Background: an optimization exercise with open tools, aiming at a short achievable clock period and few clock cycles. Do not read the settings as production practice. Where RTL was checked, it was by simulation tests only, not by an equivalence proof against the original. No functional check of the RTL was part of runs 3 to 6. Power and IR drop assume default switching activity.

==> flow/design.v <==
module mips(input  logic        clk, reset,
            output logic [31:0] pc,
            input  logic [31:0] instr,
            output logic        memwrite,
            output logic [31:0] aluout, writedata,
            input  logic [31:0] readdata);
  localparam logic [5:0] OP_R    = 6'b000000;
  localparam logic [5:0] OP_J    = 6'b000010;
  localparam logic [5:0] OP_BEQ  = 6'b000100;
  localparam logic [5:0] OP_BGTZ = 6'b000111;
  localparam logic [5:0] OP_ADDI = 6'b001000;
  localparam logic [5:0] OP_ANDI = 6'b001100;
  localparam logic [5:0] OP_XORI = 6'b001110;
  localparam logic [5:0] OP_LH   = 6'b100001;
  localparam logic [5:0] OP_LW   = 6'b100011;
  localparam logic [5:0] OP_LHU  = 6'b100100;
  localparam logic [5:0] OP_SW   = 6'b101011;
  logic [31:0] pcF;
  logic        validD, predD;
  logic [31:0] irD, pc4D;
  logic        validE;
  logic        regwE, memwE, loadE, brEqE, brGtE, jrE, predE;
  logic        selAdd, selAnd, selOr, selXor, selSlt, selSrl, subE;
  logic [1:0]  ldtE;
  logic [4:0]  destE, shamtE;
  logic [31:0] opAE, opBE, sdE, altE;
  logic        fwdAE, fwdBE, fwdSE;
  logic        regwM, memwM;
  logic [1:0]  ldtM;      
  logic [4:0]  destM;
  logic [31:0] aluM, sdM;
  logic [31:0] rf [1:31];
  logic [31:0] resultM;
  always_comb
    case (ldtM)
      2'd1:    resultM = readdata;
      2'd2:    resultM = {{16{readdata[15]}}, readdata[15:0]};
      2'd3:    resultM = {24'b0, readdata[7:0]};
      default: resultM = aluM;
    endcase
  always_ff @(posedge clk)
    if (regwM) rf[destM] <= resultM;
  assign aluout    = aluM;
  assign writedata = sdM;
  assign memwrite  = memwM;
  logic [31:0] a, b, sd, binv, sum, alures;
  logic        taken, redirE;
  logic [31:0] tgtE;
  assign a  = fwdAE ? aluM : opAE;
  assign b  = fwdBE ? aluM : opBE;
  assign sd = fwdSE ? aluM : sdE;
  assign binv = subE ? ~b : b;
  assign sum  = a + binv + {31'b0, subE};
  assign alures = ({32{selAdd}} & sum)
                | ({32{selAnd}} & (a & b))
                | ({32{selOr}}  & (a | b))
                | ({32{selXor}} & (a ^ b))
                | ({32{selSlt}} & {31'b0, sum[31]})
                | ({32{selSrl}} & (b >> shamtE));
  assign taken  = (brEqE & (a == b)) | (brGtE & (a > b));
  assign redirE = validE & (jrE | ((brEqE | brGtE) & (taken != predE)));
  assign tgtE   = jrE ? (a + b) : altE;
  logic [5:0]  opD, fnD;
  logic [4:0]  rsD, rtD, rdD, destD;
  logic [31:0] seD, zeD, rsv, rtv;
  logic        isR, isJR, isLoad, isSW, isBEQ, isBGTZ, isADDI, isANDI, isXORI;
  logic        useRt, regwD, stall;
  assign opD = irD[31:26];
  assign fnD = irD[5:0];
  assign rsD = irD[25:21];
  assign rtD = irD[20:16];
  assign rdD = irD[15:11];
  assign seD = {{16{irD[15]}}, irD[15:0]};
  assign zeD = {16'b0, irD[15:0]};
  assign isR    = (opD == OP_R);
  assign isJR   = isR & (fnD == 6'b001000);
  assign isLoad = (opD == OP_LW) | (opD == OP_LH) | (opD == OP_LHU);
  assign isSW   = (opD == OP_SW);
  assign isBEQ  = (opD == OP_BEQ);
  assign isBGTZ = (opD == OP_BGTZ);
  assign isADDI = (opD == OP_ADDI);
  assign isANDI = (opD == OP_ANDI);
  assign isXORI = (opD == OP_XORI);
  assign useRt = isR | isBEQ | isBGTZ | isSW;
  assign destD = isR ? rdD : rtD;
  assign regwD = ((isR & ~isJR) | isLoad | isADDI | isANDI | isXORI) & (destD != 5'd0);
  assign rsv = (rsD == 5'd0) ? 32'b0 : (regwM & (destM == rsD)) ? resultM : rf[rsD];
  assign rtv = (rtD == 5'd0) ? 32'b0 : (regwM & (destM == rtD)) ? resultM : rf[rtD];
  logic hitA, hitB;
  assign hitA = validE & regwE & (destE == rsD);
  assign hitB = validE & regwE & (destE == rtD);
  assign stall = validD & validE & loadE & ((hitA & (opD != OP_J)) | (useRt & hitB));
  logic [31:0] brtgtD;
  assign brtgtD = pc4D + {seD[29:0], 2'b00};
  logic [31:0] pc4F, jtgtF, btgtF, seF;
  logic [5:0]  opF;
  logic        isJF, predF;
  assign opF   = instr[31:26];
  assign pc4F  = pcF + 32'd4;
  assign seF   = {{16{instr[15]}}, instr[15:0]};
  assign isJF  = (opF == OP_J);
  assign predF = ((opF == OP_BEQ)  & ((instr[25:21] == instr[20:16]) | instr[15])) |
                 ((opF == OP_BGTZ) & ((instr[20:16] == 5'd0) | instr[15]));
  assign jtgtF = {pc4F[31:28], instr[25:0], 2'b00};
  assign btgtF = pc4F + {seF[29:0], 2'b00};
  assign pc = pcF;
  always_ff @(posedge clk, posedge reset)
    if (reset)       pcF <= 32'b0;
    else if (redirE) pcF <= tgtE;
    else if (stall)  pcF <= pcF;
    else if (isJF)   pcF <= jtgtF;
    else if (predF)  pcF <= btgtF;
    else             pcF <= pc4F;
  always_ff @(posedge clk, posedge reset)
    if (reset)       validD <= 1'b0;
    else if (redirE) validD <= 1'b0;
    else if (!stall) validD <= 1'b1;
  always_ff @(posedge clk)
    if (!stall) begin
      irD   <= instr;
      pc4D  <= pc4F;
      predD <= predF;
    end
  logic killE;
  assign killE = redirE | stall | ~validD;
  always_ff @(posedge clk, posedge reset)
    if (reset) validE <= 1'b0;
    else       validE <= ~killE;
  always_ff @(posedge clk) begin
    regwE  <= regwD;
    memwE  <= isSW;
    loadE  <= isLoad;
    brEqE  <= isBEQ;
    brGtE  <= isBGTZ;
    jrE    <= isJR;
    predE  <= predD;
    ldtE   <= (opD == OP_LW) ? 2'd1 : (opD == OP_LH) ? 2'd2 : (opD == OP_LHU) ? 2'd3 : 2'd0;
    destE  <= destD;
    shamtE <= irD[10:6];
    subE   <= isBEQ | (isR & ((fnD == 6'b100010) | (fnD == 6'b101010)));
    selAdd <= isLoad | isSW | isADDI | (isR & ((fnD == 6'b100000) | (fnD == 6'b100010)));
    selAnd <= isANDI | (isR & (fnD == 6'b100100));
    selOr  <= isR & (fnD == 6'b100101);
    selXor <= isXORI;
    selSlt <= isR & (fnD == 6'b101010);
    selSrl <= isR & (fnD == 6'b000010);
    opAE   <= rsv;
    opBE   <= (isLoad | isSW | isADDI) ? seD : (isANDI | isXORI) ? zeD : rtv;
    sdE    <= rtv;
    fwdAE  <= hitA;
    fwdBE  <= hitB & (isR | isBEQ | isBGTZ);
    fwdSE  <= hitB;
    altE   <= predD ? pc4D : brtgtD;
  end
  always_ff @(posedge clk, posedge reset)
    if (reset) begin
      regwM <= 1'b0;
      memwM <= 1'b0;
    end else begin
      regwM <= validE & regwE;
      memwM <= validE & memwE;
    end
  always_ff @(posedge clk) begin
    ldtM  <= ldtE;
    destM <= destE;
    aluM  <= alures;
    sdM   <= sd;
  end
endmodule
==> flow/flow/run.sh <==
#!/bin/bash
set -euo pipefail
bash standard.sh finish SETUP_SLACK_MARGIN=6.6 > make_finish.log 2>&1
==> flow/standard.sh <==
#!/bin/bash
# synth_recipe.tcl (not shown) runs the flow's synth.tcl, then flattens the netlist and writes it again
# the make line also repeats each setting of config.mk as NAME=value (left out here)
make -C /OpenROAD-flow-scripts/flow DESIGN_CONFIG=/design/flow/config.mk WORK_HOME=/design/flow/orfs CLKGATE_MAP_FILE= SYNTH_SCRIPT=/design/flow/synth_recipe.tcl "${@:-finish}"
==> flow/config.mk <==
export PLATFORM = sky130hd
export DESIGN_NAME = mips
export DESIGN_NICKNAME = mips
export VERILOG_FILES = /design/flow/design.v
export SDC_FILE = /design/flow/constraint.sdc
export NUM_CORES = 4
export LEC_CHECK = 0
export CAP_MARGIN = 20
export CORE_MARGIN = 2
export CORE_UTILIZATION = 40
export SETUP_SLACK_MARGIN = 5
export SLEW_MARGIN = 20
==> flow/constraint.sdc <==
create_clock -name core_clock -period 9.0 [get_ports {clk}]
set_input_delay 1.8000 -clock core_clock [delete_from_list [all_inputs] [get_ports {clk}]]
set_output_delay 1.8000 -clock core_clock [all_outputs]
set_load 0.01 [all_outputs]
==> results of run 1 <==
## cells in the final DEF (no fill, tap or decap), types with 28 or more instances in the layout
| master | n |
|---|---|
| nand2_1 | 214 |
| nor3_2 | 42 |
| mux4_2 | 508 |
| buf_12 | 106 |
| a211oi_2 | 32 |
| dfxtp_1 | 160 |
| o21ai_4 | 58 |
| edfxtp_1 | 1057 |
| xor2_1 | 50 |
| inv_1 | 119 |
| buf_6 | 247 |
| buf_8 | 45 |
| nor3_1 | 32 |
| buf_4 | 419 |
| xnor2_1 | 88 |
| mux2_2 | 73 |
| clkdlybuf4s50_1 | 30 |
| dfxtp_2 | 31 |
| nor2_4 | 54 |
| o21ai_2 | 31 |
| ha_1 | 110 |
| a21oi_2 | 62 |
| o21ai_0 | 125 |
| ha_4 | 60 |
| a21oi_1 | 195 |
| nor2_1 | 199 |
| buf_16 | 85 |
| xnor2_2 | 28 |
| mux2_4 | 42 |
| o21ai_1 | 54 |
| mux2i_1 | 178 |
| clkbuf_16 | 163 |
| mux2i_4 | 68 |
| dfxtp_4 | 42 |
| a211oi_1 | 39 |
| nand3_1 | 41 |
| a21o_1 | 74 |
## repair_timing
action,CTS,global route
pin swaps,236,216
setup buffers,501,157
gates resized for setup,1565,446
gates cloned,108,9
setup endpoints to repair,2026,1001
## final cells by class
| class | instances | area (um2) |
|---|---|---|
| diodes | 1 | 2.50 |
| clock buffers | 186 | 4050 |
| clock inverters | 72 | 818 |
| fillers | 13300 | 77100 |
| inverters | 129 | 509 |
| multi-input cells | 3110 | 36000 |
| flip-flops and latches | 1326 | 37500 |
| well taps | 2310 | 2890 |
| repair buffers | 1006 | 12400 |
## routing by layer
metal	up-vias	part of all wire (%)
met5	-	0.0046
met4	2	7.3
met3	938	11
met2	3547	46
met1	27000	36
li1	21100	-
## state kept, by name, indices dropped and copies added (netlist names), 2 cells and up, named ones only
register  flops
sdE          32
destE         5
opBE         32
rf          992
ldtM          2
pcF          32
irD          32
sdM          32
aluM         32
opAE         32
pc4D         32
destM         5
ldtE          2
shamtE        5
altE         32
## synthesized netlist by cell type (14+ instances only)
cell,n
nor3_1,86
dfxtp_1,233
edfxtp_1,1057
a22oi_1,16
inv_1,127
o22ai_1,15
xnor2_1,121
a211o_1,14
mux2i_1,271
nand4_1,17
o221ai_1,34
a31oi_1,19
buf_2,71
nand3_1,50
a221oi_1,49
o21a_1,16
clkbuf_1,229
a211oi_1,94
a21oi_1,280
o21ai_0,241
a21o_1,75
mux2_2,114
and3_1,16
mux4_2,508
nor2b_1,38
dfrtp_1,36
buf_1,34
o211ai_1,21
nand2b_1,27
ha_1,185
xor2_1,63
nor2_1,270
nand2_1,237
o21bai_1,15
## final timing paths
| kind | startpoint | to | slack (ns) | cells past startpoint |
|---|---|---|---|---|
| setup / recovery | pcF[5] | pcF[31] | 4.90 | 16 |
| setup reg to reg | pcF[5] | pcF[31] | 4.90 | 16 |
| max in group asynchronous | reset | pcF[9] | 6.76 | 2 |
| min in group asynchronous | reset | pcF[28] | 1.57 | 2 |
| hold / removal | ldtE[0] | ldtM[0] | 0.33 | 0 |
| hold reg to reg | ldtE[0] | ldtM[0] | 0.33 | 0 |
## stage by stage
stage          util (%)  power [mW]  std cells  setup WS [ns]  instance area, um2
2_1_floorplan         -        10.3       4876           4.80               70800
6_report           55.0        19.8       8140           4.90               94200
5_1_grt            55.0        20.3       8139           4.85               94200
3_3_place_gp       43.6        11.8       7106           3.77               74600
4_1_cts            52.9        19.2       7973           4.98               90700
3_5_place_dp       43.6        11.8       7106           3.69               74600
## cells by family after synthesis
kind of cell / after synthesis / share of synthesized area [%]
flops: 1326 / 54.2
buf+inv: 470 / 2.74
fa+ha+maj: 189 / 3.48
xor+xnor: 184 / 2.34
mux: 893 / 22.4
simple gates: 823 / 5.62
compound gates: 991 / 9.27
## worst max-delay path, cell delays in order, from the launching register on
cell and delay [ns]:
dfrtp_2 0.38, and3_4 0.20, and3_4 0.20, and4_4 0.26, buf_12 0.11, and3_1 0.15
xor2_1 0.54, ha_1 0.42, a21oi_1 0.22, o31ai_2 0.10, nor2b_1 0.14, a221o_1 0.31
o22ai_4 0.19, o21a_1 0.19, o211ai_1 0.13, xor2_1 0.17, a211o_1 0.26
## report_power, final
part	internal (mW)	switching, mW
sequential	7.06	0.284
clock	3.59	2.59
combinational	2.94	3.31
total	13.6	6.18
==> flow_summary.toml, run 1 <==
[routing]
wirelength_um = 281000
drc_errors = 0
vias = 52600
drt-vias-per-instance = 6.46
drtIter0Drc = 6836
wl_per_cell_um = 34.6
firstDrtPassIters = 7
drtAntennaViolNets = 0

[timing]
rsz0062_at_grt = "true"
clock.fmax_mhz = 244
drv_slew = 0
hold_violations = 0
tightestPinTransition_ns = 1.10
tns_ns = 0
relSlewSlack_pct = 26.4
holdWs_ns = 0.326
final.setup_skew_ns = 0.0438
fin_crit_sh_pct = 45.6
setup_viol = 0
fin_crit_ns = 4.10

[place]
gp_congestion = 0.935
detailed_place_hpwl_um = 148000
io_buffers = 162

[die]
core_um2 = 171000
num_io_pins = 163
start_util_pct = 40.2
die_w_um = 419
die_area_um2 = 176000
rows = 152
die_y_um = 419

[synthesis]
yosys.area.top_type = "edfxtp_1"
synth_cells = 4876
synth-edff-count = 1057
async_reset_ff_share_pct = 2.71
synth_area_per_cell_um2 = 14.1
netlist.area_leader.share_pct = 46.1
ys_ff_latch = 1326
synth_area_um2 = 68900
synth_area_leaders = "edfxtp_1, mux4_2, dfxtp_1"
ys.flop_type = "edfxtp_1"
synth.distinct_cells = 88
syn_nets = 5131
yosysWarnings = 1
ys_seq_area_share_pct = 54.2

[worst_hold_path]
hold_class = "register to register"

[cts]
clk_pin_slew_ns = 0.06
clkLatencyLatePin_ns = 0.81
numCtsBuffers = 145
htreeDepth = 4
cts_hold_buf = 0
cts_root_buf = "clkbuf_16"
clock-sinks = 1326
cts_tree = "done"
cts_buffer_depth = 3

[run]
cap_violations = 0

[critical_path]
setup.worst_path.class = "register to register"
cp-end-kind = "register"
cp.arrival_ns = 4.78
crit_path_start_kind = "register"
critical_path_required_ns = 9.68
cp_max_fo = 5

[grt]
grt-busiest-layer = "met2"
track_usage_pct = 31.2
antenna_found_initial = 3
use_met1_pct = 38.7
met2_usage_pct = 49.3
grt_pass1_wl_um = 386000
grt_overflow = 0
global_route.usage.met3_pct = 7.99
grt_max_degree = 62
grt_pass1_vias = 51000

[power_and_ir_drop]
p_per_area_nw_per_um2 = 210
ir_drop_v = 0.000207
p_leak_nw = 33.9

[run_status]
status = "finished clean"

[cells_and_area]
final_net_count = 5973
area_growth_pct = 36.8
drive_above_1_share_pct = 46.0
Testbench counts, summed over its fixed seeds: cycles 12,224.
==> inputs of run 2 (changes only) <==
==> flow/run.sh (new file) <==
#!/bin/bash
# synth_recipe.tcl (not shown) runs the flow's synth.tcl, then flattens the netlist and writes it again
# the make line also repeats each setting of config.mk as NAME=value (left out here)
make -C /OpenROAD-flow-scripts/flow DESIGN_CONFIG=/design/flow/config.mk WORK_HOME=/design/flow/orfs CLKGATE_MAP_FILE= SYNTH_SCRIPT=/design/flow/synth_recipe.tcl finish
removed: flow/flow/run.sh
removed: flow/standard.sh
==> run 2 against run 1 <==
Still clean; non-clock buffer count is 569 lower; clock-buffer cell count is 4 lower; cell count is 7.2% lower; critical path depth is 4 lower; register-to-register slack hardly changed; critical path type is now input port to register; critical endpoint unchanged; largest power group unchanged.
==> flow_summary.toml, run 2 <==
[timing]
tns_ns = 0
drv_slew = 0
holdWs_ns = 0.325
setup_viol = 0
tightestPinTransition_ns = 1.08
final.setup_skew_ns = 0.0320
rsz0062_at_grt = "true"
clock.fmax_mhz = 243
hold_violations = 0
relSlewSlack_pct = 28.2
fin_crit_sh_pct = 45.7
fin_crit_ns = 4.11

[synthesis]
synth_area_um2 = 68900
synth_compound_area_share_pct = 9.27
synthSimpleGateAreaFrac_pct = 5.62
synth_cells = 4876
yosysWarnings = 1
synth_xor_area_share_pct = 2.34
ys_seq_area_share_pct = 54.2
async_reset_ff_share_pct = 2.71
muxShareOfSynthArea_pct = 22.4
synth_common_cells = "edfxtp_1, mux4_2, a21oi_1"
synthMostInstantiatedCell = "edfxtp_1"
synth-edff-count = 1057
netlist.area_leader.share_pct = 46.1
synth_top_family_by_area = "multiplexers"
ys.flop_type = "edfxtp_1"
synth_area_leaders = "edfxtp_1, mux4_2, dfxtp_1"
synth.distinct_cells = 88
synthAdderAreaFrac_pct = 3.48
yosys.area.top_type = "edfxtp_1"
syn_nets = 5131
synth_area_per_cell_um2 = 14.1
ys_ff_latch = 1326

[critical_path]
cp.arrival_ns = 4.78
crit_path_start_kind = "input port"
r2r_slack_ns = 4.91
r2r-end = "aluM[26]"
crit_path_start = "instr[13]"
cp-end-kind = "register"
cp_max_fo = 4
setup.worst_path.class = "input port to register"
critical_path_required_ns = 9.67
regToRegStartpoint = "fwdBE"
reg2regPathDepth = 15

[place]
gp_congestion = 0.974
detailed_place_hpwl_um = 148000
place_area_um2 = 73500
io_buffers = 162

[die]
start_util_pct = 40.2
die_w_um = 419
die_area_um2 = 176000
rows = 152
num_io_pins = 163
core_um2 = 171000
die_y_um = 419

[cts]
htreeDepth = 4
cts_root_buf = "clkbuf_16"
cts_hold_buf = 0
cts_tree = "done"
numCtsBuffers = 143
clk_pin_slew_ns = 0.06
cts_buffer_depth = 3
clkLatencyLatePin_ns = 0.80
clock-sinks = 1326

[cells_and_area]
regMostFlops = "rf"
layout_common_cells = "edfxtp_1, mux4_2, a21oi_1"
final_common_cell = "edfxtp_1"
fin_util_pct = 47.8
num-fill-cells = 14700
area_growth_pct = 18.8
largest_register_ff_count = 992
drive_above_1_share_pct = 28.4
fin_area_um2 = 81900
final_net_count = 5376

[grt]
track_usage_pct = 26.7
grt_overflow = 0
grt_pass1_wl_um = 335000
antenna_found_initial = 3
grt_max_degree = 117
grt_pass1_vias = 46000

[worst_hold_path]
hold_path_depth = 0
min_from = "ldtE[1]"
hold_end = "ldtM[1]"
hold_class = "register to register"

[power_and_ir_drop]
p_seq_share_pct = 41.5
p_comb_share_pct = 26.2
p_per_area_nw_per_um2 = 220
internal_power_mw = 12.4
p_leak_nw = 28.3
swShare_pct = 31.1
ir_drop_v = 0.000215
clkPwrFrac_pct = 32.4
switchingPower_mw = 5.60

[routing]
wirelength_um = 239000
drt-vias-per-instance = 6.23
drtIter0Drc = 5299
firstDrtPassIters = 8
drc_errors = 0
vias = 47100
drtAntennaViolNets = 0
wl_per_cell_um = 31.7

[run]
cap_violations = 0

[run_status]
status = "finished clean"
==> run 2: repair_timing <==
action / CTS / global route
setup endpoints to repair: 65 / 61
setup buffers: 61 / 89
gates cloned: 8 / 6
pin swaps: 34 / 89
gates resized for setup: 274 / 215
==> run 2: metal layers <==
metal | vias up | part of all wire, % | track usage (%) | wire, um
li1 | 19800 | - | - | -
met1 | 24400 | 39 | 34.3 | 92200
met2 | 2290 | 48 | 43.2 | 114000
met3 | 527 | 8.3 | 4.91 | 19800
met4 | 0 | 5.7 | 13.5 | 13600
met5 | - | 0 | 0 | 0
==> run 2: worst max path at each step <==
stage,endpoint,slack (ns),depth (start not counted)
final,pcF[31],4.89,12
after global routing,aluM[26],4.78,15
after CTS,aluM[26],4.86,13
after detailed placement,pcF[10],3.28,13
after global placement,pcF[19],3.31,14
after floorplan,pcF[28],4.74,12
==> run 2: cell type report <==
| cell class | instances | area [um2] | area share, % |
|---|---|---|---|
| tap | 2310 | 2890 | 3.53 |
| timing repair buffer | 437 | 4230 | 5.17 |
| clock buffer | 182 | 3850 | 4.70 |
| clock inverter | 81 | 734 | 0.897 |
| inverter | 129 | 490 | 0.599 |
| sequential | 1326 | 37400 | 45.6 |
| antenna | 4 | 10.0 | 0.0122 |
| timing repair inverter | 1 | 5.00 | 0.00611 |
| multi-input combinational | 3083 | 32300 | 39.4 |
==> run 2: per-stage QoR <==
stage | total power [mW] | std cells | setup slack, ns
floorplan | 10.1 | 4876 | 4.74
global placement | 11.6 | 7122 | 3.31
detailed placement | 11.6 | 7122 | 3.28
CTS | 17.7 | 7454 | 4.86
global route | 18.6 | 7550 | 4.78
finish | 18.0 | 7553 | 4.89
==> run 2: kinds of logic (layout without fill, tap and decap cells) <==
logic type      after synthesis  after routing
buf+inv                     470            830
flops                      1326           1326
other cells                   0              4
fa+ha+maj                   189            189
simple gates                823            825
compound gates              991            992
xor+xnor                    184            184
mux                         893            893
==> run 2: worst max-delay path: stages <==
cell and delay [ns]:
clkdlybuf4s50_1 0.53, ha_4 0.23, a211o_1 0.34, a2111oi_4 0.33
o31ai_2 0.10, nor2b_1 0.14, a221o_1 0.32, o22ai_4 0.19
o21a_1 0.19, o211ai_1 0.14, xor2_1 0.19, a211o_1 0.27
==> run 2: power by group through the flow <==
stage	Combinational, mW	Clock (mW)	Sequential, mW
final	4.71	5.83	7.46
after global routing	5.03	6.13	7.48
after CTS	4.38	5.90	7.44
after detailed placement	4.05	0	7.54
after global placement	4.05	0	7.54
after floorplan	2.72	0	7.38
==> inputs of run 3 (changes only) <==
--- a/flow/design.v
+++ b/flow/design.v
@@ -50,16 +50,21 @@
   assign b  = fwdBE ? aluM : opBE;
   assign sd = fwdSE ? aluM : sdE;
   assign binv = subE ? ~b : b;
-  assign sum  = a + binv + {31'b0, subE};
+  ksadd #(32) u_alu_add(.a(a), .b(binv), .cin(subE), .s(sum));
   assign alures = ({32{selAdd}} & sum)
                 | ({32{selAnd}} & (a & b))
                 | ({32{selOr}}  & (a | b))
                 | ({32{selXor}} & (a ^ b))
                 | ({32{selSlt}} & {31'b0, sum[31]})
                 | ({32{selSrl}} & (b >> shamtE));
-  assign taken  = (brEqE & (a == b)) | (brGtE & (a > b));
+  logic [31:0] jrsum;
+  logic        a_gt_b, a_gt_b_n;
+  ksadd #(32) u_jr_add(.a(a), .b(b), .cin(1'b0), .s(jrsum));
+  kscarry #(32) u_gt(.a(b), .b(~a), .cin(1'b1), .cout(a_gt_b_n));
+  assign a_gt_b = ~a_gt_b_n;
+  assign taken  = (brEqE & (a == b)) | (brGtE & a_gt_b);
   assign redirE = validE & (jrE | ((brEqE | brGtE) & (taken != predE)));
-  assign tgtE   = jrE ? (a + b) : altE;
+  assign tgtE   = jrE ? jrsum : altE;
   logic [5:0]  opD, fnD;
   logic [4:0]  rsD, rtD, rdD, destD;
   logic [31:0] seD, zeD, rsv, rtv;
@@ -91,18 +96,28 @@
   assign hitB = validE & regwE & (destE == rtD);
   assign stall = validD & validE & loadE & ((hitA & (opD != OP_J)) | (useRt & hitB));
   logic [31:0] brtgtD;
-  assign brtgtD = pc4D + {seD[29:0], 2'b00};
+  ksadd #(30) u_brtgt(.a(pc4D[31:2]), .b(seD[29:0]), .cin(1'b0), .s(brtgtD[31:2]));
+  assign brtgtD[1:0] = pc4D[1:0];
   logic [31:0] pc4F, jtgtF, btgtF, seF;
   logic [5:0]  opF;
   logic        isJF, predF;
   assign opF   = instr[31:26];
-  assign pc4F  = pcF + 32'd4;
+  logic [29:0] pcinc;
+  ksinc #(30) u_pcinc(.a(pcF[31:2]), .s(pcinc));
+  assign pc4F = {pcinc, pcF[1:0]};
   assign seF   = {{16{instr[15]}}, instr[15:0]};
   assign isJF  = (opF == OP_J);
   assign predF = ((opF == OP_BEQ)  & ((instr[25:21] == instr[20:16]) | instr[15])) |
                  ((opF == OP_BGTZ) & ((instr[20:16] == 5'd0) | instr[15]));
   assign jtgtF = {pc4F[31:28], instr[25:0], 2'b00};
-  assign btgtF = pc4F + {seF[29:0], 2'b00};
+  logic [15:0] btlo;
+  logic        btc;
+  logic [13:0] bhi, bhim, bhip;
+  ksadd_co #(16) u_btlo(.a(pcF[17:2]), .b(instr[15:0]), .cin(1'b1), .s(btlo), .cout(btc));
+  ksinc #(14) u_bhip(.a(pcF[31:18]), .s(bhip));
+  ksdec #(14) u_bhim(.a(pcF[31:18]), .s(bhim));
+  assign bhi = (btc == instr[15]) ? pcF[31:18] : (btc ? bhip : bhim);
+  assign btgtF = {bhi, btlo, pcF[1:0]};
   assign pc = pcF;
   always_ff @(posedge clk, posedge reset)
     if (reset)       pcF <= 32'b0;
@@ -167,3 +182,80 @@
     sdM   <= sd;
   end
 endmodule
+module ksadd #(parameter W = 32)
+              (input  logic [W-1:0] a, b,
+               input  logic         cin,
+               output logic [W-1:0] s);
+  logic [W-1:0] c;
+  logic         co;
+  kscarries #(W) u(.a(a), .b(b), .cin(cin), .c(c), .cout(co));
+  assign s = a ^ b ^ c;
+endmodule
+module ksadd_co #(parameter W = 32)
+                 (input  logic [W-1:0] a, b,
+                  input  logic         cin,
+                  output logic [W-1:0] s,
+                  output logic         cout);
+  logic [W-1:0] c;
+  kscarries #(W) u(.a(a), .b(b), .cin(cin), .c(c), .cout(cout));
+  assign s = a ^ b ^ c;
+endmodule
+module kscarry #(parameter W = 32)
+                (input  logic [W-1:0] a, b,
+                 input  logic         cin,
+                 output logic         cout);
+  logic [W-1:0] c;
+  kscarries #(W) u(.a(a), .b(b), .cin(cin), .c(c), .cout(cout));
+endmodule
+module kscarries #(parameter W = 32)
+                  (input  logic [W-1:0] a, b,
+                   input  logic         cin,
+                   output logic [W-1:0] c,
+                   output logic         cout);
+  localparam int L = $clog2(W + 1);
+  logic [W:0] g [0:L];
+  logic [W:0] p [0:L];
+  assign g[0][0] = cin;
+  assign p[0][0] = 1'b0;
+  assign g[0][W:1] = a & b;
+  assign p[0][W:1] = a ^ b;
+  for (genvar k = 0; k < L; k++) begin : lvl
+    for (genvar i = 0; i <= W; i++) begin : bit_
+      if (i >= (1 << k)) begin : m
+        assign g[k+1][i] = g[k][i] | (p[k][i] & g[k][i - (1 << k)]);
+        assign p[k+1][i] = p[k][i] & p[k][i - (1 << k)];
+      end else begin : t
+        assign g[k+1][i] = g[k][i];
+        assign p[k+1][i] = p[k][i];
+      end
+    end
+  end
+  assign c    = g[L][W-1:0];
+  assign cout = g[L][W];
+endmodule
+module ksinc #(parameter W = 30)
+              (input  logic [W-1:0] a,
+               output logic [W-1:0] s);
+  logic [W-1:0] c;
+  for (genvar i = 0; i < W; i++) begin : b_
+    if (i == 0) begin : z
+      assign c[i] = 1'b1;
+    end else begin : n
+      assign c[i] = &a[i-1:0];
+    end
+  end
+  assign s = a ^ c;
+endmodule
+module ksdec #(parameter W = 30)
+              (input  logic [W-1:0] a,
+               output logic [W-1:0] s);
+  logic [W-1:0] c;
+  for (genvar i = 0; i < W; i++) begin : b_
+    if (i == 0) begin : z
+      assign c[i] = 1'b1;
+    end else begin : n
+      assign c[i] = ~|a[i-1:0];
+    end
+  end
+  assign s = a ^ c;
+endmodule
==> flow/flow/run.sh (new file) <==
#!/bin/bash
set -euo pipefail
bash standard.sh finish SETUP_SLACK_MARGIN=6.6 > make_finish.log 2>&1
==> flow/standard.sh (new file) <==
#!/bin/bash
# synth_recipe.tcl (not shown) runs the flow's synth.tcl, then flattens the netlist and writes it again
# the make line also repeats each setting of config.mk as NAME=value (left out here)
make -C /OpenROAD-flow-scripts/flow DESIGN_CONFIG=/design/flow/config.mk WORK_HOME=/design/flow/orfs CLKGATE_MAP_FILE= SYNTH_SCRIPT=/design/flow/synth_recipe.tcl "${@:-finish}"
removed: flow/run.sh
==> run 3 against run 2 <==
Area after synthesis shrank 0.72%; still clean; clock power shrank 2%; worst hold slack gained 0.0014 ns; die area shrank 0.71%; cell count grew 5.5%; non-clock buffer count grew 499; power grew 4.6%; global-route usage grew 4.1 points; highest routed layer is now met5; worst setup slack lost 0.27 ns; first-iteration DRC count grew 36%.
==> flow_summary.toml, run 3 <==
[grt]
track_usage_pct = 30.7
grt_max_degree = 63
antenna_found_initial = 6
grt_pass1_wl_um = 379000
grt_pass1_vias = 49700
grt_overflow = 0

[timing]
tightestPinTransition_ns = 1.14
setup_viol = 0
hold_violations = 0
rsz0062_at_grt = "true"
fin_crit_sh_pct = 48.7
relSlewSlack_pct = 23.6
final.setup_skew_ns = 0.0276
tns_ns = 0
drv_slew = 0
clock.fmax_mhz = 228
fin_crit_ns = 4.39

[cts]
clkLatencyLatePin_ns = 0.81
numCtsBuffers = 143
clk_pin_slew_ns = 0.06
clock-sinks = 1326
cts_root_buf = "clkbuf_16"
cts_tree = "done"
htreeDepth = 4
cts_buffer_depth = 3

[routing]
drt-vias-per-instance = 6.54
vias = 52100
wirelength_um = 279000
drtAntennaViolNets = 0
firstDrtPassIters = 8
drc_errors = 0
wl_per_cell_um = 35.0
drtIter0Drc = 7205

[cells_and_area]
multi_input_area_um2 = 34700
regMostFlops = "rf"
num-fill-cells = 13200
drive_above_1_share_pct = 43.4
area_growth_pct = 34.5
largest_register_ff_count = 992
layout_common_cells = "edfxtp_1, mux4_2, buf_4"
fin_util_pct = 54.2
final_common_cell = "edfxtp_1"
final_net_count = 5880
fin_area_um2 = 92000
seqCellArea_um2 = 37500

[synthesis]
synth.distinct_cells = 78
syn_nets = 5098
ys_seq_area_share_pct = 54.5
ys_ff_latch = 1326
yosysWarnings = 10
synth_area_leaders = "edfxtp_1, mux4_2, dfxtp_1"
synthMostInstantiatedCell = "edfxtp_1"
ys.flop_type = "edfxtp_1"
async_reset_ff_share_pct = 2.71
netlist.area_leader.share_pct = 46.4
yosys.area.top_type = "edfxtp_1"
synth_cells = 4852
synth-edff-count = 1057
synth_area_per_cell_um2 = 14.1
synth_area_um2 = 68400
synth_common_cells = "edfxtp_1, mux4_2, nor2_1"

[die]
start_util_pct = 40.3
die_w_um = 418
die_y_um = 418
rows = 151
die_area_um2 = 174000
num_io_pins = 163
core_um2 = 170000

[critical_path]
critical_path_required_ns = 9.72
setup.worst_path.class = "register to register"
cp_max_fo = 6
crit_path_frequent_cell = "or4_4"
cp-end-kind = "register"
cp_slowest_stage_delay_ns = 0.62
path_buf_inv = 4
worstPathCellList = "buf_12 -> buf_6 -> mux2i_4 -> ha_4 -> or4_4 -> or4_4 -> or2_1 -> o21a_1 -> o211ai_4 -> buf_12 -> and2_4 -> inv_12 -> a31o_4 -> or4_4 -> o221ai_2"
crit_path_start_kind = "register"
critPathTopFamily = "simple AND/OR/NAND/NOR gates"
slowest_stage = "or4_4"
cp.arrival_ns = 5.10

[run_status]
status = "finished clean"

[place]
io_buffers = 162
place_area_um2 = 73700
gp_congestion = 0.964
detailed_place_hpwl_um = 142000

[worst_hold_path]
hold_class = "register to register"

[power_and_ir_drop]
ir_drop_v = 0.000183
p_leak_nw = 33.2
p_per_area_nw_per_um2 = 205

[run]
cap_violations = 0
[run 3: path summary, 6_finish.rpt]
path / start / endpoint / slack [ns] / cells after the start
setup / recovery: fwdBE / pcF[30] / 4.61 / 15
hold / removal: ldtE[1] / ldtM[1] / 0.33 / 0
setup reg to reg: fwdBE / pcF[30] / 4.61 / 15
hold reg to reg: ldtE[1] / ldtM[1] / 0.33 / 0
max in group asynchronous: reset / pcF[4] / 6.85 / 2
min in group asynchronous: reset / pcF[21] / 1.56 / 2
[run 3: cell families (layout without fill, tap and decap cells)]
logic type / count (synthesis) / count (layout) / share of synthesized area (%)
compound gates: 942 / 968 / 8.91
flops: 1326 / 1326 / 54.5
mux: 899 / 903 / 22.6
xor+xnor: 184 / 184 / 2.36
simple gates: 822 / 824 / 5.53
fa+ha+maj: 180 / 180 / 3.31
other cells: 0 / 2 / 0
buf+inv: 499 / 1361 / 2.77
[run 3: per-layer routing]
metal	GRT usage, %	vias up	wire, um
met5	0	-	32
met2	49.4	3728	130000
met3	7.04	973	29500
met1	37.5	26500	96800
li1	-	20900	-
met4	19.5	4	22400
[run 3: timing repair]
item,CTS,global route
hold buffers,0,0
pin swaps,136,182
gates resized for setup,1387,474
gates cloned,109,19
endpoints found under the setup margin,1941,735
buffers inserted,404,187
[run 3: stage by stage]
step           hold slack, ns  total power, mW  setup WS, ns  instances
5_1_grt                 0.332             19.4          4.57       7964
6_report                0.327             18.8          4.61       7966
4_1_cts                 0.328             18.3          4.67       7758
3_5_place_dp            0.315             11.5          3.26       6988
2_1_floorplan           0.310             10.1          4.87       4852
3_3_place_gp            0.314             11.5          3.29       6988
[run 3: final cells by class]
cell class                 count  area share [%]
inverter                     158           0.713
timing repair inverter        10           0.205
tap                         2218            3.02
clock buffer                 182            4.20
clock inverter                75           0.646
antenna                        2         0.00544
multi-input combinational   3059            37.7
sequential                  1326            40.8
timing repair buffer         936            12.6
[run 3: power by group]
group / internal [mW] / switching, mW / leakage, nW
Clock: 3.20 / 2.54 / 2.20
Combinational: 2.59 / 3.14 / 18.8
Sequential: 7.06 / 0.301 / 12.2
==> inputs of run 4 (changes only) <==
--- a/flow/design.v
+++ b/flow/design.v
@@ -24,7 +24,6 @@
   logic [1:0]  ldtE;
   logic [4:0]  destE, shamtE;
   logic [31:0] opAE, opBE, sdE, altE;
-  logic        fwdAE, fwdBE, fwdSE;
   logic        regwM, memwM;
   logic [1:0]  ldtM;      
   logic [4:0]  destM;
@@ -46,9 +45,9 @@
   logic [31:0] a, b, sd, binv, sum, alures;
   logic        taken, redirE;
   logic [31:0] tgtE;
-  assign a  = fwdAE ? aluM : opAE;
-  assign b  = fwdBE ? aluM : opBE;
-  assign sd = fwdSE ? aluM : sdE;
+  assign a  = opAE;
+  assign b  = opBE;
+  assign sd = sdE;
   assign binv = subE ? ~b : b;
   ksadd #(32) u_alu_add(.a(a), .b(binv), .cin(subE), .s(sum));
   assign alures = ({32{selAdd}} & sum)
@@ -92,9 +91,12 @@
   assign rsv = (rsD == 5'd0) ? 32'b0 : (regwM & (destM == rsD)) ? resultM : rf[rsD];
   assign rtv = (rtD == 5'd0) ? 32'b0 : (regwM & (destM == rtD)) ? resultM : rf[rtD];
   logic hitA, hitB;
-  assign hitA = validE & regwE & (destE == rsD);
-  assign hitB = validE & regwE & (destE == rtD);
-  assign stall = validD & validE & loadE & ((hitA & (opD != OP_J)) | (useRt & hitB));
+  logic matchA, matchB;
+  assign matchA = validE & regwE & (destE == rsD);
+  assign matchB = validE & regwE & (destE == rtD);
+  assign hitA   = matchA & ~loadE;
+  assign hitB   = matchB & ~loadE;
+  assign stall = validD & loadE & ((matchA & (opD != OP_J)) | (useRt & matchB));
   logic [31:0] brtgtD;
   ksadd #(30) u_brtgt(.a(pc4D[31:2]), .b(seD[29:0]), .cin(1'b0), .s(brtgtD[31:2]));
   assign brtgtD[1:0] = pc4D[1:0];
@@ -159,12 +161,10 @@
     selXor <= isXORI;
     selSlt <= isR & (fnD == 6'b101010);
     selSrl <= isR & (fnD == 6'b000010);
-    opAE   <= rsv;
-    opBE   <= (isLoad | isSW | isADDI) ? seD : (isANDI | isXORI) ? zeD : rtv;
-    sdE    <= rtv;
-    fwdAE  <= hitA;
-    fwdBE  <= hitB & (isR | isBEQ | isBGTZ);
-    fwdSE  <= hitB;
+    opAE   <= hitA ? alures : rsv;
+    opBE   <= (isLoad | isSW | isADDI) ? seD : (isANDI | isXORI) ? zeD :
+              hitB ? alures : rtv;
+    sdE    <= hitB ? alures : rtv;
     altE   <= predD ? pc4D : brtgtD;
   end
   always_ff @(posedge clk, posedge reset)
==> flow/flow/run.sh (replaced) <==
#!/bin/bash
# Standard ORFS layout (the standard.sh) with these changes to how it is
# made (constraints unchanged):
#  - ports are buffered with buf_4 instead of the default delay buffer, and
#    the resizer may change a cell's footprint.
set -euo pipefail
bash standard.sh finish SETUP_SLACK_MARGIN=6.6 MATCH_CELL_FOOTPRINT=0 \
  "BUFFER_PORTS_ARGS=-buffer_cell sky130_fd_sc_hd__buf_4" > make_finish.log 2>&1
==> run 4 against run 3 <==
Synthesized cell count is 3.2% lower; area after synthesis decreased by 0.86%; clock power is 2% higher; cell count shrank 2.8%; register-to-register slack better by 0.61 ns; first-iteration DRC count decreased by 15%; worst setup slack improved by 0.56 ns; core utilization shrank 1.6 points; routed wire length shrank 8.1%; critical path depth is 1 higher; flip-flop and latch count increased by 2; critical path type is now input port to register; critical endpoint unchanged; maximum frequency rose by 15%.
==> flow_summary.toml, run 4 <==
[run_status]
status = "finished clean"

[cells_and_area]
regMostFlops = "rf"
area_growth_pct = 30.9
drive_above_1_share_pct = 44.9
layout_common_cells = "edfxtp_1, mux4_2, buf_4"
fin_cells = 7742
final_common_cell = "edfxtp_1"
final_net_count = 5654
largest_register_ff_count = 992

[place]
dp_cells = 6846
detailed_place_hpwl_um = 135000
post-place-ws_ns = 3.88
io_buffers = 162
gp_congestion = 0.944

[timing]
relSlewSlack_pct = 31.2
layout_setup_ws_ns = 5.18
setup_viol = 0
fin_crit_ns = 3.82
hold_violations = 0
tns_ns = 0
final.setup_skew_ns = 0.0294
drv_slew = 0
fin_crit_sh_pct = 42.5
rsz0062_at_grt = "true"
clock.fmax_mhz = 262
tightestPinTransition_ns = 1.03

[critical_path]
cp-end-kind = "register"
worstPathCellList = "buf_4 -> inv_1 -> ha_4 -> o211ai_1 -> a21oi_2 -> o21ai_2 -> o2111ai_2 -> a31o_4 -> buf_4 -> buf_8 -> nor2_1 -> a221oi_1 -> a211oi_2 -> xor2_1 -> nand2_1 -> o211ai_1"
critical_path_required_ns = 9.70
crit_path_start_kind = "input port"
r2r-end = "sdE[30]"
reg2regPathDepth = 14
cp_max_fo = 10
cp_slowest_stage_delay_ns = 0.29
r2r_slack_ns = 5.22
setup.worst_path.class = "input port to register"
slowest_stage = "o211ai_1"
cp.arrival_ns = 4.52
regToRegStartpoint = "subE"

[power_and_ir_drop]
internal_power_mw = 12.9
p_per_area_nw_per_um2 = 209
clkPwrFrac_pct = 31.4
p_leak_nw = 31.9
ir_drop_v = 0.000178
p_comb_share_pct = 28.8
p_seq_share_pct = 39.9
swShare_pct = 30.9
switchingPower_mw = 5.74

[synthesis]
yosys.area.top_type = "edfxtp_1"
ys_seq_area_share_pct = 55.1
synth_top_family_by_area = "multiplexers"
async_reset_ff_share_pct = 2.71
yosysWarnings = 10
synth-edff-count = 1057
ys.flop_type = "edfxtp_1"
netlist.area_leader.share_pct = 46.8
synth_area_um2 = 67800
ys_ff_latch = 1328
synthSimpleGateAreaFrac_pct = 5.06
muxShareOfSynthArea_pct = 22.0
synth_xor_area_share_pct = 2.36
synth.distinct_cells = 87
synth_compound_area_share_pct = 9.15
synthMostInstantiatedCell = "edfxtp_1"
synth_common_cells = "edfxtp_1, mux4_2, nor2_1"
synth_area_leaders = "edfxtp_1, mux4_2, dfxtp_1"
synth_cells = 4699
syn_nets = 4947
synthAdderAreaFrac_pct = 3.38
synth_area_per_cell_um2 = 14.4

[cts]
cts_tree = "done"
clk_pin_slew_ns = 0.06
numCtsBuffers = 141
cts_root_buf = "clkbuf_16"
cts_buffer_depth = 3
clkLatencyLatePin_ns = 0.81
htreeDepth = 4
cts_hold_buf = 0
clock-sinks = 1328

[die]
die_w_um = 416
rows = 151
die_area_um2 = 173000
core_um2 = 169000
num_io_pins = 163
die_y_um = 416
start_util_pct = 40.1

[worst_hold_path]
hold_class = "register to register"
hold_path_depth = 0
hold_end = "sdM[10]"
min_from = "sdE[10]"

[grt]
grt_max_degree = 65
grt_pass1_vias = 47400
antenna_found_initial = 6
grt_pass1_wl_um = 350000
track_usage_pct = 28.3
grt_overflow = 0

[routing]
drtAntennaViolNets = 0
vias = 49100
wl_per_cell_um = 33.1
wirelength_um = 256000
drt-vias-per-instance = 6.34
firstDrtPassIters = 8
drtIter0Drc = 6132
drc_errors = 0

[run]
cap_violations = 0
## run 4: cell families after synthesis
logic type	Yosys count
compound gates	949
fa+ha+maj	182
buf+inv	504
mux	791
flops	1328
xor+xnor	183
simple gates	762
## run 4: layout make-up
type | instances | area (um2)
repair inverters | 5 | 77.6
fillers | 13500 | 80100
clock inverters | 74 | 636
repair buffers | 865 | 9700
clock buffers | 178 | 3910
diodes | 9 | 22.5
flip-flops and latches | 1328 | 37700
multi-input cells | 2887 | 33200
well taps | 2218 | 2780
inverters | 178 | 731
## run 4: power by group through the flow
stage / sequential, mW / combinational [mW] / clock, mW
global placement: 7.58 / 3.50 / 0
detailed placement: 7.58 / 3.52 / 0
global route: 7.43 / 5.64 / 6.11
finish: 7.42 / 5.35 / 5.83
CTS: 7.40 / 4.70 / 5.88
floorplan: 7.39 / 2.53 / 0
## run 4: how the worst max path moves through the flow
| stage | startpoint | to | slack, ns | cells past startpoint |
|---|---|---|---|---|
| floorplan | instr[7] | pcF[31] | 4.70 | 13 |
| global placement | instr[2] | pcF[24] | 3.84 | 12 |
| detailed placement | instr[2] | pcF[24] | 3.88 | 12 |
| CTS | instr[7] | pcF[31] | 5.23 | 13 |
| global route | instr[0] | pcF[30] | 5.00 | 16 |
| finish | instr[0] | pcF[30] | 5.18 | 16 |
## run 4: routing by layer
layer | track usage (%) | part of all wire (%)
met1 | 35.6 | 37
met2 | 46.3 | 48
met3 | 5.13 | 8.9
met4 | 15.9 | 6.8
met5 | 0 | 0
## run 4: what timing repair did
| item | 4_1_cts | 5_1_grt |
|---|---|---|
| endpoints found under the setup margin | 1856 | 1189 |
| buffers inserted | 345 | 200 |
| resized for setup | 959 | 337 |
| pin swaps | 181 | 184 |
| hold endpoints to repair | 0 | 0 |
| cloned | 69 | 21 |
## run 4: through the flow
step / total power [mW] / hold slack, ns / area (um2) / utilization, %
final: 18.6 / 0.323 / 88800 / 52.6
after global routing: 19.2 / 0.331 / 88800 / 52.6
after CTS: 18.0 / 0.325 / 85200 / 50.4
after detailed placement: 11.1 / 0.313 / 72500 / 43.0
after global placement: 11.1 / 0.314 / 72500 / 43.0
after floorplan: 9.92 / 0.310 / 69100 / -
## run 4: critical path, delay by kind of cell
family	cells	cell delay, ns
compound gates	8	1.59
buf+inv	4	0.49
simple gates	2	0.23
fa+ha+maj	1	0.21
xor+xnor	1	0.19
==> inputs of run 5 (changes only) <==
--- a/flow/flow/run.sh
+++ b/flow/flow/run.sh
@@ -5,4 +5,4 @@
 #    the resizer may change a cell's footprint.
 set -euo pipefail
 bash standard.sh finish SETUP_SLACK_MARGIN=6.6 MATCH_CELL_FOOTPRINT=0 \
-  "BUFFER_PORTS_ARGS=-buffer_cell sky130_fd_sc_hd__buf_4" > make_finish.log 2>&1
+  "BUFFER_PORTS_ARGS=-buffer_cell sky130_fd_sc_hd__buf_4" CTS_CLUSTER_SIZE=30 CTS_CLUSTER_DIAMETER=80 > make_finish.log 2>&1
==> run 5 against run 4 <==
Design area shrank 3.7%; global-route usage shrank 0.33 points; flip-flop and latch count is the same; clock-buffer cell count shrank 109; die area is the same; combinational power shrank 0.7%; worst hold slack gained 0.0073 ns; sequential share of layout area grew 1.6 points; cell count shrank 2.5%; clock skew grew 0.019 ns; critical path depth shrank 2.
==> flow_summary.toml, run 5 <==
[synthesis]
synth.distinct_cells = 87
ys_seq_area_share_pct = 55.1
synth_common_cells = "edfxtp_1, mux4_2, nor2_1"
syn_nets = 4947
yosysWarnings = 10
ys.flop_type = "edfxtp_1"
synth_area_leaders = "edfxtp_1, mux4_2, dfxtp_1"
synth-edff-count = 1057
ys_ff_latch = 1328
yosys.area.top_type = "edfxtp_1"
synth_area_um2 = 67800
async_reset_ff_share_pct = 2.71
synthMostInstantiatedCell = "edfxtp_1"
synth_area_per_cell_um2 = 14.4
synth_cells = 4699
netlist.area_leader.share_pct = 46.8

[critical_path]
crit_path_start_kind = "input port"
cp-end-kind = "register"
cp_max_fo = 6
cp.arrival_ns = 4.56
r2r_slack_ns = 5.26
reg2regPathDepth = 15
setup.worst_path.class = "input port to register"
r2r-end = "opBE[0]"
critical_path_required_ns = 9.69
endpoint = "pcF[24]"
regToRegStartpoint = "subE"
crit_path_start = "instr[7]"

[timing]
rsz0062_at_grt = "true"
hold_violations = 0
tns_ns = 0
tightestPinTransition_ns = 1.02
fin_crit_ns = 3.87
layout_setup_ws_ns = 5.13
relSlewSlack_pct = 31.8
setup_viol = 0
fin_crit_sh_pct = 43.0
clock.fmax_mhz = 258
drv_slew = 0
final.setup_skew_ns = 0.0489

[grt]
grt_pass1_wl_um = 347000
grt_pass1_vias = 46400
track_usage_pct = 28.0
antenna_found_initial = 5
grt_overflow = 0
grt_max_degree = 65

[cts]
cts_buffer_depth = 3
cts_hold_buf = 0
cts_root_buf = "clkbuf_16"
cts_tree = "done"
clock-sinks = 1328
htreeDepth = 2
numCtsBuffers = 60
clk_pin_slew_ns = 0.11
clkLatencyLatePin_ns = 0.77

[routing]
drt-vias-per-instance = 6.41
drtIter0Drc = 6288
wirelength_um = 252000
drtAntennaViolNets = 0
firstDrtPassIters = 6
drc_errors = 0
vias = 48300
wl_per_cell_um = 33.4

[run]
cap_violations = 0

[power_and_ir_drop]
p_leak_nw = 30.2
p_per_area_nw_per_um2 = 189
ir_drop_v = 0.000180

[die]
num_io_pins = 163
die_area_um2 = 173000
rows = 151
die_y_um = 416
die_w_um = 416
start_util_pct = 40.1
core_um2 = 169000

[cells_and_area]
final_common_cell = "edfxtp_1"
fin_util_pct = 50.6
layout_common_cells = "edfxtp_1, mux4_2, buf_4"
drive_above_1_share_pct = 43.3
final_net_count = 5533
area_growth_pct = 26.1
largest_register_ff_count = 992
multi_input_area_um2 = 33200
fin_cells = 7545
seqCellArea_um2 = 37700
num-fill-cells = 13900
regMostFlops = "rf"

[run_status]
status = "finished clean"

[place]
io_buffers = 162
dp_cells = 6846
post-place-ws_ns = 3.88
gp_congestion = 0.944
detailed_place_hpwl_um = 135000

[worst_hold_path]
hold_class = "register to register"
## run 5: changes by cell type in the layout (fill, tap and decap cells not counted), sizes merged
cell,delta
clkbuf,-118
buf,-32
inv,+6
diode,-6
clkinv,-37
bufinv,-6
clkinvlp,-4
## run 5: worst min path at each step
stage               depth (start not counted)  endpoint  slack, ns    start
floorplan                                   0   ldtM[0]       0.31  ldtE[0]
global placement                            0   sdM[18]       0.31  sdE[18]
detailed placement                          0   sdM[27]       0.31  sdE[27]
CTS                                         0    sdM[2]       0.33   sdE[2]
global route                                0    sdM[2]       0.33   sdE[2]
finish                                      0   sdM[13]       0.33  sdE[13]
## run 5: repair_timing
action,in CTS,in global routing
cloned,67,10
gates resized for setup,943,346
hold endpoints to repair,0,0
setup buffers,340,178
setup endpoints to repair,1855,1081
pin swaps,193,175
## run 5: cell type report
type,count,share of cell area (%)
Clock inverter,32,0.474
Clock buffer,69,1.81
Sequential cell,1328,44.1
Antenna cell,3,0.00878
Inverter,178,0.852
Timing Repair inverter,6,0.0907
Timing Repair Buffer,824,10.5
Tap cell,2218,3.25
Multi-Input combinational cell,2887,38.9
## run 5: worst max-delay path, stage by stage
cell,delay [ns]
buf_8,0.10
ha_4,0.24
a21o_1,0.17
a21o_1,0.18
a221oi_4,0.30
o2111ai_2,0.18
a31o_4,0.29
buf_4,0.16
xnor2_4,0.16
a21oi_4,0.27
buf_6,0.15
nor2_1,0.05
a2111oi_2,0.38
a21o_1,0.13
## run 5: cells by family (layout without fill, tap and decap cells)
group / after synthesis / count (layout) / synth area share, %
AO/OA/AOI/OAI: 949 / 968 / 9.15
XOR/XNOR: 183 / 183 / 2.36
adder cells (fa/ha/maj): 182 / 182 / 3.38
buffers and inverters: 504 / 1109 / 2.94
flip-flops: 1328 / 1328 / 55.1
multiplexers: 791 / 791 / 22.0
other: 0 / 3 / 0
AND/OR/NAND/NOR: 762 / 763 / 5.06
## run 5: layer usage
metal	track usage, %	vias up	wire length, um
met5	0	-	13
met4	14.5	2	16500
met3	3.87	615	21600
met2	46.3	2752	120000
met1	36.1	25200	93300
li1	-	19800	-
## run 5: through the flow
stage / hold WS [ns] / total power [mW] / instance area (um2)
floorplan: 0.310 / 9.92 / 69100
finish: 0.331 / 16.2 / 85500
global route: 0.328 / 16.7 / 85500
CTS: 0.328 / 15.5 / 82400
global placement: 0.314 / 11.1 / 72500
detailed placement: 0.313 / 11.1 / 72500
## run 5: report_power, final
part	switching, mW	internal (mW)	leakage (nW)
clock network	2.13	1.32	0.936
logic	2.80	2.51	17.0
registers	0.361	7.05	12.2
total	5.29	10.9	30.2
==> inputs of run 6 (changes only) <==
--- a/flow/design.v
+++ b/flow/design.v
@@ -42,14 +42,13 @@
   assign aluout    = aluM;
   assign writedata = sdM;
   assign memwrite  = memwM;
-  logic [31:0] a, b, sd, binv, sum, alures;
+  logic [31:0] a, b, sd, sum, alures;
   logic        taken, redirE;
   logic [31:0] tgtE;
   assign a  = opAE;
   assign b  = opBE;
   assign sd = sdE;
-  assign binv = subE ? ~b : b;
-  ksadd #(32) u_alu_add(.a(a), .b(binv), .cin(subE), .s(sum));
+  ksadd #(32) u_alu_add(.a(a), .b(b), .cin(subE), .s(sum));
   assign alures = ({32{selAdd}} & sum)
                 | ({32{selAnd}} & (a & b))
                 | ({32{selOr}}  & (a | b))
@@ -86,6 +85,8 @@
   assign isANDI = (opD == OP_ANDI);
   assign isXORI = (opD == OP_XORI);
   assign useRt = isR | isBEQ | isBGTZ | isSW;
+  logic invD;
+  assign invD = isR & ((fnD == 6'b100010) | (fnD == 6'b101010));
   assign destD = isR ? rdD : rtD;
   assign regwD = ((isR & ~isJR) | isLoad | isADDI | isANDI | isXORI) & (destD != 5'd0);
   assign rsv = (rsD == 5'd0) ? 32'b0 : (regwM & (destM == rsD)) ? resultM : rf[rsD];
@@ -100,25 +101,27 @@
   logic [31:0] brtgtD;
   ksadd #(30) u_brtgt(.a(pc4D[31:2]), .b(seD[29:0]), .cin(1'b0), .s(brtgtD[31:2]));
   assign brtgtD[1:0] = pc4D[1:0];
-  logic [31:0] pc4F, jtgtF, btgtF, seF;
+  logic [31:0] pc4F, jtgtF, btgtF;
   logic [5:0]  opF;
   logic        isJF, predF;
   assign opF   = instr[31:26];
   logic [29:0] pcinc;
   ksinc #(30) u_pcinc(.a(pcF[31:2]), .s(pcinc));
   assign pc4F = {pcinc, pcF[1:0]};
-  assign seF   = {{16{instr[15]}}, instr[15:0]};
   assign isJF  = (opF == OP_J);
-  assign predF = ((opF == OP_BEQ)  & ((instr[25:21] == instr[20:16]) | instr[15])) |
-                 ((opF == OP_BGTZ) & ((instr[20:16] == 5'd0) | instr[15]));
+  logic shortF;
+  assign shortF = (instr[15:7] == 9'h000) | (instr[15:7] == 9'h1FF);
+  assign predF = shortF &
+                 (((opF == OP_BEQ)  & ((instr[25:21] == instr[20:16]) | instr[15])) |
+                  ((opF == OP_BGTZ) & ((instr[20:16] == 5'd0) | instr[15])));
   assign jtgtF = {pc4F[31:28], instr[25:0], 2'b00};
-  logic [15:0] btlo;
+  logic [7:0]  btlo;
   logic        btc;
-  logic [13:0] bhi, bhim, bhip;
-  ksadd_co #(16) u_btlo(.a(pcF[17:2]), .b(instr[15:0]), .cin(1'b1), .s(btlo), .cout(btc));
-  ksinc #(14) u_bhip(.a(pcF[31:18]), .s(bhip));
-  ksdec #(14) u_bhim(.a(pcF[31:18]), .s(bhim));
-  assign bhi = (btc == instr[15]) ? pcF[31:18] : (btc ? bhip : bhim);
+  logic [21:0] bhi, bhim, bhip;
+  ksadd_co #(8) u_btlo(.a(pcF[9:2]), .b(instr[7:0]), .cin(1'b1), .s(btlo), .cout(btc));
+  ksinc #(22) u_bhip(.a(pcF[31:10]), .s(bhip));
+  ksdec #(22) u_bhim(.a(pcF[31:10]), .s(bhim));
+  assign bhi = (btc == instr[7]) ? pcF[31:10] : (btc ? bhip : bhim);
   assign btgtF = {bhi, btlo, pcF[1:0]};
   assign pc = pcF;
   always_ff @(posedge clk, posedge reset)
@@ -154,7 +157,7 @@
     ldtE   <= (opD == OP_LW) ? 2'd1 : (opD == OP_LH) ? 2'd2 : (opD == OP_LHU) ? 2'd3 : 2'd0;
     destE  <= destD;
     shamtE <= irD[10:6];
-    subE   <= isBEQ | (isR & ((fnD == 6'b100010) | (fnD == 6'b101010)));
+    subE   <= invD;
     selAdd <= isLoad | isSW | isADDI | (isR & ((fnD == 6'b100000) | (fnD == 6'b100010)));
     selAnd <= isANDI | (isR & (fnD == 6'b100100));
     selOr  <= isR & (fnD == 6'b100101);
@@ -163,7 +166,7 @@
     selSrl <= isR & (fnD == 6'b000010);
     opAE   <= hitA ? alures : rsv;
     opBE   <= (isLoad | isSW | isADDI) ? seD : (isANDI | isXORI) ? zeD :
-              hitB ? alures : rtv;
+              {32{invD}} ^ (hitB ? alures : rtv);
     sdE    <= hitB ? alures : rtv;
     altE   <= predD ? pc4D : brtgtD;
   end
--- a/flow/flow/run.sh
+++ b/flow/flow/run.sh
@@ -5,4 +5,4 @@
 #    the resizer may change a cell's footprint.
 set -euo pipefail
 bash standard.sh finish SETUP_SLACK_MARGIN=6.6 MATCH_CELL_FOOTPRINT=0 \
-  "BUFFER_PORTS_ARGS=-buffer_cell sky130_fd_sc_hd__buf_4" CTS_CLUSTER_SIZE=30 CTS_CLUSTER_DIAMETER=80 > make_finish.log 2>&1
+  "BUFFER_PORTS_ARGS=-buffer_cell sky130_fd_sc_hd__buf_4" CTS_CLUSTER_SIZE=20 CTS_CLUSTER_DIAMETER=60 > make_finish.log 2>&1
==> run 6 against run 5 <==
Power grew 8.7%; largest cell class unchanged; global-route usage grew 3.6 points; maximum frequency up 9.2%; flip-flop and latch count is the same; register-to-register slack better by 0.37 ns; core utilization up 2.7 points; worst hold slack lost 0.0049 ns; critical endpoint is now pcF[19]; highest routed layer unchanged; via count increased by 6.6%; worst setup slack improved by 0.33 ns; design area is 5.3% higher.
==> flow_summary.toml, run 6 <==
[cells_and_area]
largest_register_ff_count = 992
final_net_count = 5676
drive_above_1_share_pct = 47.6
final_common_cell = "edfxtp_1"
multi_input_area_um2 = 33800
seqCellArea_um2 = 37700
area_growth_pct = 32.6
num-fill-cells = 13500
layout_common_cells = "edfxtp_1, mux4_2, buf_4"
regMostFlops = "rf"

[synthesis]
synth_area_per_cell_um2 = 14.4
synth_compound_area_share_pct = 9.32
synthSimpleGateAreaFrac_pct = 5.53
synthMostInstantiatedCell = "edfxtp_1"
synth_xor_area_share_pct = 2.00
ys.flop_type = "edfxtp_1"
synth_cells = 4710
synth.distinct_cells = 93
synth_area_um2 = 67900
muxShareOfSynthArea_pct = 22.3
ys_seq_area_share_pct = 55.0
ys_ff_latch = 1328
synth_area_leaders = "edfxtp_1, mux4_2, dfxtp_1"
synth_common_cells = "edfxtp_1, mux4_2, a21oi_1"
synth-edff-count = 1057
async_reset_ff_share_pct = 2.71
syn_nets = 4918
yosys.area.top_type = "edfxtp_1"
netlist.area_leader.share_pct = 46.8
synthAdderAreaFrac_pct = 2.65
yosysWarnings = 10
synth_top_family_by_area = "multiplexers"

[grt]
antenna_found_initial = 11
grt_pass1_wl_um = 386000
grt_pass1_vias = 49900
grt_max_degree = 64
grt_overflow = 0
track_usage_pct = 31.6

[place]
io_buffers = 162
detailed_place_hpwl_um = 144000
gp_congestion = 0.983
post-place-ws_ns = 4.40

[cts]
clk_pin_slew_ns = 0.07
cts_tree = "done"
clock-sinks = 1328
clkLatencyLatePin_ns = 0.78
cts_root_buf = "clkbuf_16"
htreeDepth = 3
cts_buffer_depth = 3
numCtsBuffers = 108
cts_hold_buf = 0

[power_and_ir_drop]
totalPowerFinal_mw = 17.6
p_per_area_nw_per_um2 = 195
p_leak_nw = 31.5
ir_drop_v = 0.000170

[die]
die_w_um = 416
rows = 151
die_y_um = 416
core_um2 = 169000
start_util_pct = 40.2
num_io_pins = 163
die_area_um2 = 173000

[timing]
layout_setup_ws_ns = 5.46
hold_violations = 0
tns_ns = 0
fin_crit_sh_pct = 39.4
clock.fmax_mhz = 282
final.setup_skew_ns = 0.0403
drv_slew = 0
setup_viol = 0
fin_crit_ns = 3.54
rsz0062_at_grt = "true"
relSlewSlack_pct = 21.1
tightestPinTransition_ns = 1.18

[run_status]
status = "finished clean"

[routing]
drc_errors = 0
vias = 51500
wl_per_cell_um = 36.1
wirelength_um = 281000
drt-vias-per-instance = 6.62
drtIter0Drc = 7055
drtAntennaViolNets = 0
firstDrtPassIters = 7

[run]
cap_violations = 0

[critical_path]
crit_path_start_kind = "input port"
cp.arrival_ns = 4.20
critical_path_required_ns = 9.66
cp-end-kind = "register"
setup.worst_path.class = "input port to register"
cp_max_fo = 5

[worst_hold_path]
hold_class = "register to register"
==> run 6: changes by cell type in the layout (fill, tap and decap cells not counted), sizes merged, moves of 41 or more <==
cell    delta
buf      +128
clkbuf    +67
o21ai     +59
a211oi    +50
xor2      -44
ha        -41
==> run 6: per-stage QoR <==
step / cells / hold slack [ns] / cell area [um2] / utilization [%]
after floorplan: 4710 / 0.310 / 69000 / -
after global placement: 6839 / 0.312 / 72300 / 42.8
after detailed placement: 6839 / 0.312 / 72300 / 42.8
after CTS: 7634 / 0.326 / 87700 / 51.9
after global routing: 7774 / 0.326 / 90000 / 53.3
final: 7779 / 0.326 / 90000 / 53.3
==> run 6: report_power, final <==
group | internal (mW) | total (mW) | switching, mW
Sequential | 7.01 | 7.27 | 0.265
Clock | 2.61 | 5.21 | 2.60
Combinational | 2.32 | 5.09 | 2.77
==> run 6: cells by family (layout without fill, tap and decap cells) <==
logic type | count (synthesis) | in the layout
DFF | 1328 | 1328
buffers and inverters | 485 | 1307
adders and majority gates | 142 | 142
muxes | 798 | 798
AOI/OAI and AO/OA | 993 | 1014
xor gates and xnor gates | 155 | 155
and+or+nand+nor | 809 | 812
other | 0 | 5
==> run 6: cell type report <==
cell class	instances	area share [%]
clock inverters	81	1.13
repair inverters	1	0.00556
well taps	2218	3.08
diodes	5	0.0139
multi-input cells	2921	37.6
repair buffers	971	12.6
inverters	137	0.639
clock buffers	117	3.12
flip-flops and latches	1328	41.9
==> run 6: worst paths after layout <==
path | startpoint | endpoint | slack, ns | depth (start not counted)
setup / recovery | instr[0] | pcF[19] | 5.46 | 13
hold / removal | sdE[12] | sdM[12] | 0.33 | 0
setup reg to reg | opAE[23] | pcF[3] | 5.63 | 14
hold reg to reg | sdE[12] | sdM[12] | 0.33 | 0
max in group asynchronous | reset | pcF[19] | 7.14 | 2
min in group asynchronous | reset | pcF[2] | 1.24 | 2
==> run 6: what timing repair did <==
item | in CTS | in global routing
buffers inserted | 485 | 133
cloned | 112 | 7
resized for setup | 1229 | 261
pin swaps | 257 | 146
setup endpoints to repair | 2287 | 959
==> run 6: metal layers <==
metal,vias up,wire (um),global-route usage [%]
met5,-,59,0
met4,8,23900,21.2
met3,979,32100,7.56
met2,3872,128000,49.3
met1,26300,97200,39.1
li1,20400,-,-
==> run 6: worst max-delay path, stage by stage <==
cell       delay, ns
buf_12          0.11
inv_8           0.04
ha_4            0.19
o211ai_1        0.23
nand3_1         0.18
a221o_2         0.49
buf_6           0.16
and3_4          0.16
or2_4           0.22
mux2i_2         0.19
o31a_1          0.19
o2111ai_2       0.10
o21a_1          0.11

re-timing with driven ports:
The results above use ideal ports. As a check the final layouts listed here were re-extracted and re-timed, cells and wires unchanged.
Step 1: set_driving_cell puts a clkbuf_16 on clk and a buf_2 on each other input, an assumption about the parent block.
Step 2 moves the port delays by t, midway between the first and last clock arrival at a register: inputs arrive t later, outputs are due t later. That takes back most of the time a late clock gives input paths.
a / b / c = ideal / step 1 / step 2; a / b = the first two.
run | t, ns | slack for setup (ns) | hold slack, ns | clock arrival spread, ns | slew at the worst register clock pin (ns)
run 1 | 0.877 | 4.898 / 4.898 / 4.212 | 0.326 / 0.326 / 0.326 | 0.044 / 0.044 | 0.07 / 0.07
run 2 | 0.868 | 4.887 / 4.871 / 4.078 | 0.325 / 0.325 / 0.325 | 0.036 / 0.036 | 0.08 / 0.08
run 3 | 0.891 | 4.614 / 4.614 / 3.913 | 0.327 / 0.327 / 0.327 | 0.031 / 0.031 | 0.07 / 0.07
run 4 | 0.887 | 5.176 / 5.221 / 4.345 | 0.323 / 0.323 / 0.323 | 0.033 / 0.033 | 0.07 / 0.07
run 5 | 0.834 | 5.129 / 5.180 / 4.347 | 0.331 / 0.331 / 0.331 | 0.053 / 0.053 | 0.13 / 0.13
run 6 | 0.853 | 5.456 / 5.458 / 4.605 | 0.326 / 0.326 / 0.326 | 0.041 / 0.041 | 0.09 / 0.09
After both steps setup and hold are still met in every run listed. The setup slack of run 6, which loses most, moves by +0.002 ns with the drivers and by -0.851 ns with both steps.
